From an optimization exercise on the open Yosys and OpenROAD flow, aimed at small area and a short achievable clock period; shortcuts taken in it are not production practice.
In this exercise RTL edits were held to simulation tests only and were not proved equivalent to the original.
No activity file was given, so power comes from the tool's default toggle rates.

==> wip/yarrow <==
==> flow/design.v <==
module first_stage #(parameter FINE = 2) (
    input  [31:0] reg_A,
    input  [31:0] reg_B,
    output [22:0] m_big,
    output [23:0] m_sml,     
    output [FINE:0] d_lo,    
    output [7:0]  expo,
    output        sign,
    output        sub
    );
wire [7:0]  ea = reg_A[30:23];
wire [7:0]  eb = reg_B[30:23];
wire [8:0]  de   = {1'b0, ea} - {1'b0, eb};
wire        b_ex = de[8];                        
wire [4:0]  d    = b_ex ? eb[4:0] - ea[4:0] : ea[4:0] - eb[4:0];
wire        sat  = b_ex ? (de[7:5] != 3'b111) | (de[4:0] == 5'd0) : (de[7:5] != 3'd0);
wire        swap = reg_B[30:0] > reg_A[30:0];
wire [22:0] fs   = swap ? reg_A[22:0] : reg_B[22:0];
wire [4:0]  d_hi = {d[4:FINE], {FINE{1'b0}}};
wire [23:0] sh   = {1'b1, fs} >> d_hi;
assign m_big = swap ? reg_B[22:0] : reg_A[22:0];
assign m_sml = sat ? 24'd0 : sh;
assign d_lo  = {1'b0, d[FINE-1:0]};
assign expo  = b_ex ? eb : ea;
assign sign  = swap ? reg_B[31] : reg_A[31];
assign sub   = reg_A[31] ^ reg_B[31];
endmodule
module second_stage #(parameter FINE = 3, parameter NHI = 3) (
    input  [22:0] m_big,
    input  [23:0] m_sml,
    input  [FINE:0] d_lo,
    input  [7:0]  expo,
    input         sign,
    input         sub,
    output [23:0] part,      
    output [4:0]  lz,        
    output [9:0]  zse        
    );
wire [23:0] ms = m_sml >> d_lo[FINE-1:0];
wire [24:0] a  = {2'b01, m_big};
wire [24:0] b  = {1'b0, ms} ^ {25{sub}};
reg  [25:0] G, P;
integer l, i;
always @(*) begin
    G = {a & b, sub};
    P = {a ^ b, 1'b0};
    for (l = 1; l < 32; l = l * 2)
        for (i = 2*l - 1; i < 26; i = i + 2*l) begin
            G[i] = G[i] | (P[i] & G[i-l]);
            P[i] = P[i] & P[i-l];
        end
    for (l = 8; l >= 1; l = l / 2)
        for (i = 3*l - 1; i < 26; i = i + 2*l) begin
            G[i] = G[i] | (P[i] & G[i-l]);
            P[i] = P[i] & P[i-l];
        end
end
wire [24:0] sum = (a ^ b) ^ G[24:0];
wire [31:0] x = {sum, 7'h7f};
wire [15:0] z1;  wire [15:0] c1;
wire [7:0]  z2;  wire [15:0] c2;
wire [3:0]  z4;  wire [11:0] c4;
wire [1:0]  z8;  wire [7:0]  c8;
genvar j;
generate
    for (j = 0; j < 16; j = j + 1) begin : t1
        assign z1[j] = ~x[2*j+1] & ~x[2*j];
        assign c1[j] = ~x[2*j+1];
    end
    for (j = 0; j < 8; j = j + 1) begin : t2
        assign z2[j] = z1[2*j+1] & z1[2*j];
        assign c2[2*j+1:2*j] = z1[2*j+1] ? {1'b1, c1[2*j]} : {1'b0, c1[2*j+1]};
    end
    for (j = 0; j < 4; j = j + 1) begin : t4
        assign z4[j] = z2[2*j+1] & z2[2*j];
        assign c4[3*j+2:3*j] = z2[2*j+1] ? {1'b1, c2[4*j+1:4*j]} : {1'b0, c2[4*j+3:4*j+2]};
    end
    for (j = 0; j < 2; j = j + 1) begin : t8
        assign z8[j] = z4[2*j+1] & z4[2*j];
        assign c8[4*j+3:4*j] = z4[2*j+1] ? {1'b1, c4[6*j+2:6*j]} : {1'b0, c4[6*j+5:6*j+3]};
    end
endgenerate
assign lz = z8[1] ? {1'b1, c8[3:0]} : {1'b0, c8[7:4]};
wire        zero = z8[1] & z4[1] & ~x[7];
wire [24:0] s    = sum << {lz[4:NHI], {NHI{1'b0}}};
assign part  = s[23:0];
assign zse   = {zero, sign & ~zero, expo + 8'd1};
endmodule
module third_stage #(parameter NHI = 3) (
    input  [23:0] part,
    input  [4:0]  lz,
    input  [9:0]  zse,
    output [31:0] result
    );
wire [23:0] s = part << lz[NHI-1:0];
wire [7:0]  e = zse[7:0] - {3'b000, lz};
assign result = {zse[8], e & {8{~zse[9]}}, s[23:1]};   
endmodule
module fpadd_pipeline (input clk,
                       input reset,
                       input [31:0] reg_A,
                       input [31:0] reg_B,
                       output [31:0] out);
localparam FINE = 3;
localparam NHI = 4;
wire [22:0] m_big;
wire [23:0] m_sml;
wire [FINE:0] d_lo;
wire [7:0]  expo;
wire        sign, sub;
reg  [22:0] m_big_q;
reg  [23:0] m_sml_q;
reg  [FINE:0] d_lo_q;
reg  [7:0]  expo_q;
reg         sign_q, sub_q;
wire [23:0] part;
wire [4:0]  lz;
wire [9:0]  zse;
reg  [23:0] part_q;
reg  [4:0]  lz_q;
reg  [9:0]  zse_q;
first_stage  #(.FINE(FINE)) stage1 (.reg_A(reg_A), .reg_B(reg_B), .m_big(m_big), .m_sml(m_sml),
                     .d_lo(d_lo), .expo(expo), .sign(sign), .sub(sub));
second_stage #(.FINE(FINE), .NHI(NHI)) stage2 (.m_big(m_big_q), .m_sml(m_sml_q), .d_lo(d_lo_q),
                     .expo(expo_q), .sign(sign_q), .sub(sub_q), .part(part), .lz(lz), .zse(zse));
third_stage  #(.NHI(NHI)) stage3 (.part(part_q), .lz(lz_q), .zse(zse_q), .result(out));
always @(posedge clk) begin
    m_big_q <= m_big;
    m_sml_q <= m_sml;
    d_lo_q  <= d_lo;
    expo_q  <= expo;
    sign_q  <= sign;
    sub_q   <= sub;
    part_q  <= part;
    lz_q    <= lz;
    zse_q   <= zse;
end
endmodule
==> flow/flow/run.sh <==
#!/bin/bash
# Layout flow: the standard ORFS flow with these changes.
#  1. Synthesis maps with flow/abc_area.script and without the full/half
#     adder cell extraction; everything else in synthesis, including
#     register naming, is ORFS's own.
#  2. Ports are buffered with sky130_fd_sc_hd__buf_1 instead of the delay cell
#     buffer_ports picks by default.
#  3. repair_timing aims for slack above SETUP_SLACK_MARGIN at the design's
#     clock period (the constraints themselves are unchanged).
# Each tool's output goes to its own log here and under orfs/logs.
set -euo pipefail
rm -rf orfs_scripts
cp -r "$FLOW_HOME/scripts" orfs_scripts
cp flow/abc_area.script orfs_scripts/abc_area.script
SCRIPTS_DIR="$PWD/orfs_scripts" ADDER_MAP_FILE= bash standard.sh synth > synth.log 2>&1
BUFFER_PORTS_ARGS="-buffer_cell sky130_fd_sc_hd__buf_1" SETUP_SLACK_MARGIN=11.5 \
  bash standard.sh > layout.log 2>&1
==> flow/flow/abc_area.script <==
strash
dc2
dch -f
map -D 3500
topo
stime -c
buffer -c
upsize -c
dnsize -c
==> flow/standard.sh <==
#!/bin/bash
# synth_recipe.tcl (not shown) runs the flow's synth.tcl, then flattens the netlist and writes it again
# the make line also repeats each setting of config.mk as NAME=value (left out here)
make -C /OpenROAD-flow-scripts/flow DESIGN_CONFIG=/design/flow/config.mk WORK_HOME=/design/flow/orfs CLKGATE_MAP_FILE= SYNTH_SCRIPT=/design/flow/synth_recipe.tcl "${@:-finish}"
==> flow/config.mk <==
export PLATFORM = sky130hd
export DESIGN_NAME = fpadd_pipeline
export DESIGN_NICKNAME = fpadd_pipeline
export VERILOG_FILES = /design/flow/design.v
export SDC_FILE = /design/flow/constraint.sdc
export NUM_CORES = 4
export LEC_CHECK = 0
export ABC_AREA = 1
export CAP_MARGIN = 20
export CORE_MARGIN = 2
export CORE_UTILIZATION = 40
export PLACE_DENSITY = 0.6
export SLEW_MARGIN = 20
==> flow/constraint.sdc <==
create_clock -name core_clock -period 18.0 [get_ports {clk}]
set_input_delay 3.6000 -clock core_clock [delete_from_list [all_inputs] [get_ports {clk}]]
set_output_delay 3.6000 -clock core_clock [all_outputs]
set_load 0.01 [all_outputs]
==> inputs of wip/amber, as changes to wip/yarrow <==
==> flow/design.v (replaced) <==
module first_stage(
    input  [31:0] reg_A,
    input  [31:0] reg_B,
    output [22:0] m_big,
    output [23:0] m_sml,
    output [7:0]  expo,
    output        sign,
    output        sub
    );
wire        swap  = reg_B[30:0] > reg_A[30:0];
wire [31:0] big   = swap ? reg_B : reg_A;
wire [31:0] sml   = swap ? reg_A : reg_B;
wire [7:0]  diff  = big[30:23] - sml[30:23];
assign m_big = big[22:0];
assign m_sml = {1'b1, sml[22:0]} >> diff;
assign expo  = big[30:23];
assign sign  = big[31];
assign sub   = reg_A[31] ^ reg_B[31];
endmodule
module second_stage(
    input  [22:0] m_big,
    input  [23:0] m_sml,
    input  [7:0]  expo,
    input         sign,
    input         sub,
    output [31:0] result
    );
wire [24:0] sum = sub ? {2'b01, m_big} - {1'b0, m_sml} : {2'b01, m_big} + {1'b0, m_sml};
reg [4:0] lz;
integer i;
always @(*) begin
    lz = 5'd25;
    for (i = 0; i < 25; i = i + 1)
        if (sum[i]) lz = 5'd24 - i[4:0];
end
wire        zero = (sum == 25'd0);
wire [24:0] norm = sum << lz;
wire [7:0]  e    = expo + 8'd1 - {3'b000, lz};
assign result = zero ? 32'd0 : {sign, e, norm[23:1]};
endmodule
module fpadd_pipeline (input clk,
                       input reset,
                       input [31:0] reg_A,
                       input [31:0] reg_B,
                       output [31:0] out);
wire [22:0] m_big;
wire [23:0] m_sml;
wire [7:0]  expo;
wire        sign, sub;
reg  [22:0] m_big_q;
reg  [23:0] m_sml_q;
reg  [7:0]  expo_q;
reg         sign_q, sub_q;
reg  [31:0] out_q;
wire [31:0] result;
first_stage  stage1 (.reg_A(reg_A), .reg_B(reg_B), .m_big(m_big), .m_sml(m_sml),
                     .expo(expo), .sign(sign), .sub(sub));
second_stage stage2 (.m_big(m_big_q), .m_sml(m_sml_q), .expo(expo_q), .sign(sign_q),
                     .sub(sub_q), .result(result));
always @(posedge clk) begin
    m_big_q <= m_big;
    m_sml_q <= m_sml;
    expo_q  <= expo;
    sign_q  <= sign;
    sub_q   <= sub;
    out_q   <= result;
end
assign out = out_q;
endmodule
==> flow/run.sh (new file) <==
#!/bin/bash
# synth_recipe.tcl (not shown) runs the flow's synth.tcl, then flattens the netlist and writes it again
# the make line also repeats each setting of config.mk as NAME=value (left out here)
make -C /OpenROAD-flow-scripts/flow DESIGN_CONFIG=/design/flow/config.mk WORK_HOME=/design/flow/orfs CLKGATE_MAP_FILE= SYNTH_SCRIPT=/design/flow/synth_recipe.tcl finish
removed: flow/flow/run.sh
removed: flow/flow/abc_area.script
removed: flow/standard.sh
==> notes.md <==
wip/amber completed with no timing, DRC or antenna violations. wip/yarrow completed without violations. Core utilization: wip/yarrow is lower than wip/amber (1.0 points). In wip/amber the synthesized area is larger than in wip/yarrow, by about 17%. Global-route usage: wip/yarrow is lower than wip/amber (3.0 points). Clock power: wip/yarrow is higher than wip/amber (about 10%). First-iteration DRC count: wip/amber is higher than wip/yarrow (about 100%).
==> figures <==
Run status: wip/yarrow no timing/DRC/antenna violations; wip/amber no timing/DRC/antenna violations
Kind of critical path: wip/yarrow reg -> out; wip/amber in -> reg
Internal Dissipation: wip/yarrow 651 uW; wip/amber 888 uW
Buffers, non-clock: wip/yarrow 115; wip/amber 101
Synthesized-area fraction occupied by and/or/nand/nor cells: wip/yarrow 27.8%; wip/amber 40.9%
DRC violation total after the first TritonRoute iteration: wip/yarrow 262; wip/amber 536
Net switching power: wip/yarrow 581 uW; wip/amber 1.07 mW
Aggregate routed wire length: wip/yarrow 18000 um; wip/amber 23500 um
Width of the die: wip/yarrow 139 um; wip/amber 150 um
Via-to-Cell Ratio: wip/yarrow 4.88; wip/amber 5.10
R2R Setup Slk: wip/yarrow 12.18 ns; wip/amber 11.47 ns
Buffers & Inverters on Critical Path: wip/yarrow 8; wip/amber 7

-- static timing again, ports no longer ideal --
In the flow no input, the clock included, has a driving cell. The finished layouts below were timed again as built, in two steps.
Step 1 (the two cells are an assumption about what drives the block):
set clk [get_ports {clk}]
set_driving_cell -lib_cell sky130_fd_sc_hd__clkbuf_16 $clk
set_driving_cell -lib_cell sky130_fd_sc_hd__buf_2 [delete_from_list [all_inputs] $clk]
Step 2 adds t to the input delays and takes it off the output delays; t is the mean of the earliest and latest rising clock arrival at the registers after step 1. Input paths then give back, and output paths get back, about the clock's delay inside the block.
Three values: ideal, step 1, step 2; two values: the first two.
run	shift t [ns]	setup WS [ns]	worst setup path after step 2	worst slew at a driven data input, ns
wip/yarrow	0.374	11.763 / 11.724 / 11.472	input to register	0.03
wip/amber	0.394	8.383 / 8.406 / 8.012	input to register	0.05
After both steps setup and hold are still met in every run listed. For wip/amber, which loses most, drivers alone change the setup slack by +0.023 ns; drivers and shift together by -0.371 ns.
